Background: an optimization exercise with open tools, aiming at small area. Do not read the settings as production practice. At most, simulation tests tie the RTL to the original design; equivalence was not proved. No activity file was given, so power comes from the tool's default toggle rates.

==> module cic3_pdm, before the edit <==
module cic3_pdm (
    input  wire        clk,
    input  wire        ce,          
    input  wire        rst,         
    input  wire        pdm_in,      
    output wire [15:0] pcm_out,     
    output wire        pcm_valid    
);
    reg [5:0] decim_counter;
    reg v1, v2, v3, v4;
    reg x1, x2, x3, x4;
    reg d1, d2, d3, d4;
    reg ph, rst_d;
    reg act, ax, adec;           
    reg [9:0] i0a, i0b, i1a, i1b, j2a, j2b, c0a, c0b, nsa, nsb;
    reg c_i0, c_i1, c_j2, c_s, c_f, j9;
    reg [11:0] h, q3, q2, sample;
    wire clr  = rst | rst_d;
    wire go   = ~ph & (v3 | v4) & ~rst;       
    wire px   = v3 ? x3 : x4;
    wire pd   = v3 ? d3 : d4;
    wire HI   = act & ~rst;                   
    wire P    = go | HI;                      
    wire X    = HI ? ax : px;
    wire D    = HI ? adec : go & pd;         
    wire [9:0] add_i0_b = {{9{P & ~X}}, P & (HI ? ~X : 1'b1)};
    wire [9:0] s_i0, s_i1, s_j2, s_s, s_f;
    wire co_i0, co_i1, co_j2, co_s, co_f;
    rca10 u_i0 (.a(clr ? 10'd0 : i0b),        .b(add_i0_b),
                .ci(HI & c_i0), .s(s_i0), .co(co_i0));
    rca10 u_i1 (.a(clr ? 10'd0 : i1b),        .b(P ? i0b : 10'd0),
                .ci(HI & c_i1), .s(s_i1), .co(co_i1));
    rca10 u_j2 (.a((clr | D) ? 10'd0 : j2b),  .b(P ? i1b : 10'd0),
                .ci(HI & c_j2), .s(s_j2), .co(co_j2));
    rca10 u_s  (.a(~{j2b[8:0], HI & j9}),     .b(c0b),
                .ci(HI & c_s), .s(s_s), .co(co_s));
    rca10 u_f  (.a(j2b),                      .b(nsb),
                .ci(HI ? c_f : 1'b1), .s(s_f), .co(co_f));
    always @(posedge clk) begin
        i0a <= s_i0;  i0b <= i0a;
        i1a <= s_i1;  i1b <= i1a;
        j2a <= s_j2;  j2b <= j2a;
        c0a <= clr ? 10'd0 : D ? j2b : c0b;   c0b <= c0a;
        nsa <= clr ? 10'h3ff : D ? s_s : nsb; nsb <= nsa;
        c_i0 <= co_i0;
        c_i1 <= co_i1;
        c_j2 <= co_j2;
        c_s  <= co_s;
        c_f  <= co_f;
        j9   <= j2b[9];
        rst_d <= rst;
        x1 <= pdm_in;
        x2 <= x1;
        x3 <= x2;
        x4 <= x3;
        d1 <= &decim_counter;
        d2 <= d1;
        d3 <= d2;
        d4 <= d3;
        ax <= px;
        adec <= pd;
        if (rst) begin
            decim_counter <= 0;
            v1 <= 0; v2 <= 0; v3 <= 0; v4 <= 0;
            ph <= 0;
            act <= 0;
            h <= 0;
            q3 <= 0;
            q2 <= 0;
            sample <= 0;
        end else begin
            if (ce)
                decim_counter <= decim_counter + 1'b1;
            v1 <= ce;
            v2 <= v1;
            v3 <= v2;
            v4 <= v3;
            ph <= ~ph;
            act <= go;
            if (D & ~HI)
                h[1:0] <= s_f[9:8];
            if (D & HI)
                h[11:2] <= s_f;
            if (v3 & d3) begin
                sample <= q2;
                q2 <= q3;
                q3 <= h;
            end
        end
    end
    assign pcm_out = {{4{sample[11]}}, sample};
    assign pcm_valid = v4 & d4;
endmodule
export LEC_CHECK = 0
export CAP_MARGIN = 20
export CORE_MARGIN = 2
export CORE_UTILIZATION = 70
export CTS_BUF_LIST = sky130_fd_sc_hd__clkbuf_8
export SLEW_MARGIN = 20
create_clock -name core_clock -period 10.0 [get_ports {clk}]
standard.sh (not shown) runs the stock make flow with config.mk's settings and CLKGATE_MAP_FILE= SYNTH_SCRIPT=/design/flow/synth_recipe.tcl, a recipe that flattens the netlist after the stock synthesis.
==> flow/flow/run.sh <==
#!/bin/bash
# The standard layout (standard.sh), with two changes: the port buffers
# are the smallest buffer cell, and the clock tree uses clkbuf_8 without
# dummy loads. All tool output goes to standard.log here; ORFS keeps its
# per-step logs under orfs/logs.
set -euo pipefail
export BUFFER_PORTS_ARGS="-buffer_cell sky130_fd_sc_hd__buf_1"
export CTS_ARGS="-sink_clustering_enable -repair_clock_nets -buf_list sky130_fd_sc_hd__clkbuf_8 -dont_use_dummy_load"
bash standard.sh > standard.log 2>&1
==> next run, changes <==
--- a/flow/design.v
+++ b/flow/design.v
@@ -9,12 +9,15 @@
     reg [5:0] decim_counter;
     reg v1, v2, v3, v4;
     reg x1, x2, x3, x4;
-    reg d1, d2, d3, d4;
+    wire c_lo = ~|decim_counter[5:1];
+    wire d3 = c_lo & (decim_counter[0] == v1);
+    wire d4 = c_lo & (decim_counter[0] == (v1 | v2));
     reg ph, rst_d;
     reg act, ax, adec;           
     reg [9:0] i0a, i0b, i1a, i1b, j2a, j2b, c0a, c0b, nsa, nsb;
     reg c_i0, c_i1, c_j2, c_s, c_f, j9;
     reg [11:0] h, q3, q2, sample;
+    reg [1:0] nd;
     wire clr  = rst | rst_d;
     wire go   = ~ph & (v3 | v4) & ~rst;       
     wire px   = v3 ? x3 : x4;
@@ -53,10 +56,6 @@
         x2 <= x1;
         x3 <= x2;
         x4 <= x3;
-        d1 <= &decim_counter;
-        d2 <= d1;
-        d3 <= d2;
-        d4 <= d3;
         ax <= px;
         adec <= pd;
         if (rst) begin
@@ -64,9 +63,7 @@
             v1 <= 0; v2 <= 0; v3 <= 0; v4 <= 0;
             ph <= 0;
             act <= 0;
-            h <= 0;
-            q3 <= 0;
-            q2 <= 0;
+            nd <= 0;
             sample <= 0;
         end else begin
             if (ce)
@@ -77,15 +74,19 @@
             v4 <= v3;
             ph <= ~ph;
             act <= go;
-            if (D & ~HI)
-                h[1:0] <= s_f[9:8];
-            if (D & HI)
-                h[11:2] <= s_f;
             if (v3 & d3) begin
-                sample <= q2;
-                q2 <= q3;
-                q3 <= h;
+                sample <= (&nd) ? q2 : 12'd0;
+                if (~&nd)
+                    nd <= nd + 1'b1;
             end
+        end
+        if (D & ~HI)
+            h[1:0] <= s_f[9:8];
+        if (D & HI)
+            h[11:2] <= s_f;
+        if (v3 & d3) begin
+            q2 <= q3;
+            q3 <= h;
         end
     end
     assign pcm_out = {{4{sample[11]}}, sample};
Wire length is lower by a little under a tenth.
Clock power falls by a few percent.
Core utilization rises by 0.11 points.
Fmax increases by roughly a tenth.
Area after synthesis decreases slightly.
Hold slack loses 13 ps.
Sequential share of layout area went up by 4.3 points.
Final cell count drops by a little under a tenth.
Via count shrinks by roughly a tenth.
Flip-flop and latch count came out lower by 2.
Worst setup slack gets better by 700 ps.
For the first run of this note, only the layout was checked, not whether the RTL still works.

-- separate check: timing with driven ports --
How much do the figures lean on ideal ports? The routed layouts below were timed once more, with nothing changed but the port constraints.
Step 1 (the two cells are an assumption about what drives the block):
set clk [get_ports {clk}]
set_driving_cell -lib_cell sky130_fd_sc_hd__clkbuf_16 $clk
set_driving_cell -lib_cell sky130_fd_sc_hd__buf_2 [delete_from_list [all_inputs] $clk]
Step 2 adds t to the input delays and takes it off the output delays; t is the mean of the earliest and latest rising clock arrival at the registers after step 1. Input paths then give back, and output paths get back, about the clock's delay inside the block.
a / b / c = ideal ports / drivers / drivers and shift; a / b = the first two.
run	t, ns	slack for setup (ns)	clock arrival spread, ns
the first run	0.479	2.006 / 2.009 / 1.530	0.020 / 0.020
the second run	0.463	2.708 / 2.725 / 2.262	0.035 / 0.034
After both steps setup and hold are still met in every run listed. For the first run, which loses most, drivers alone change the setup slack by +0.003 ns; drivers and shift together by -0.476 ns.
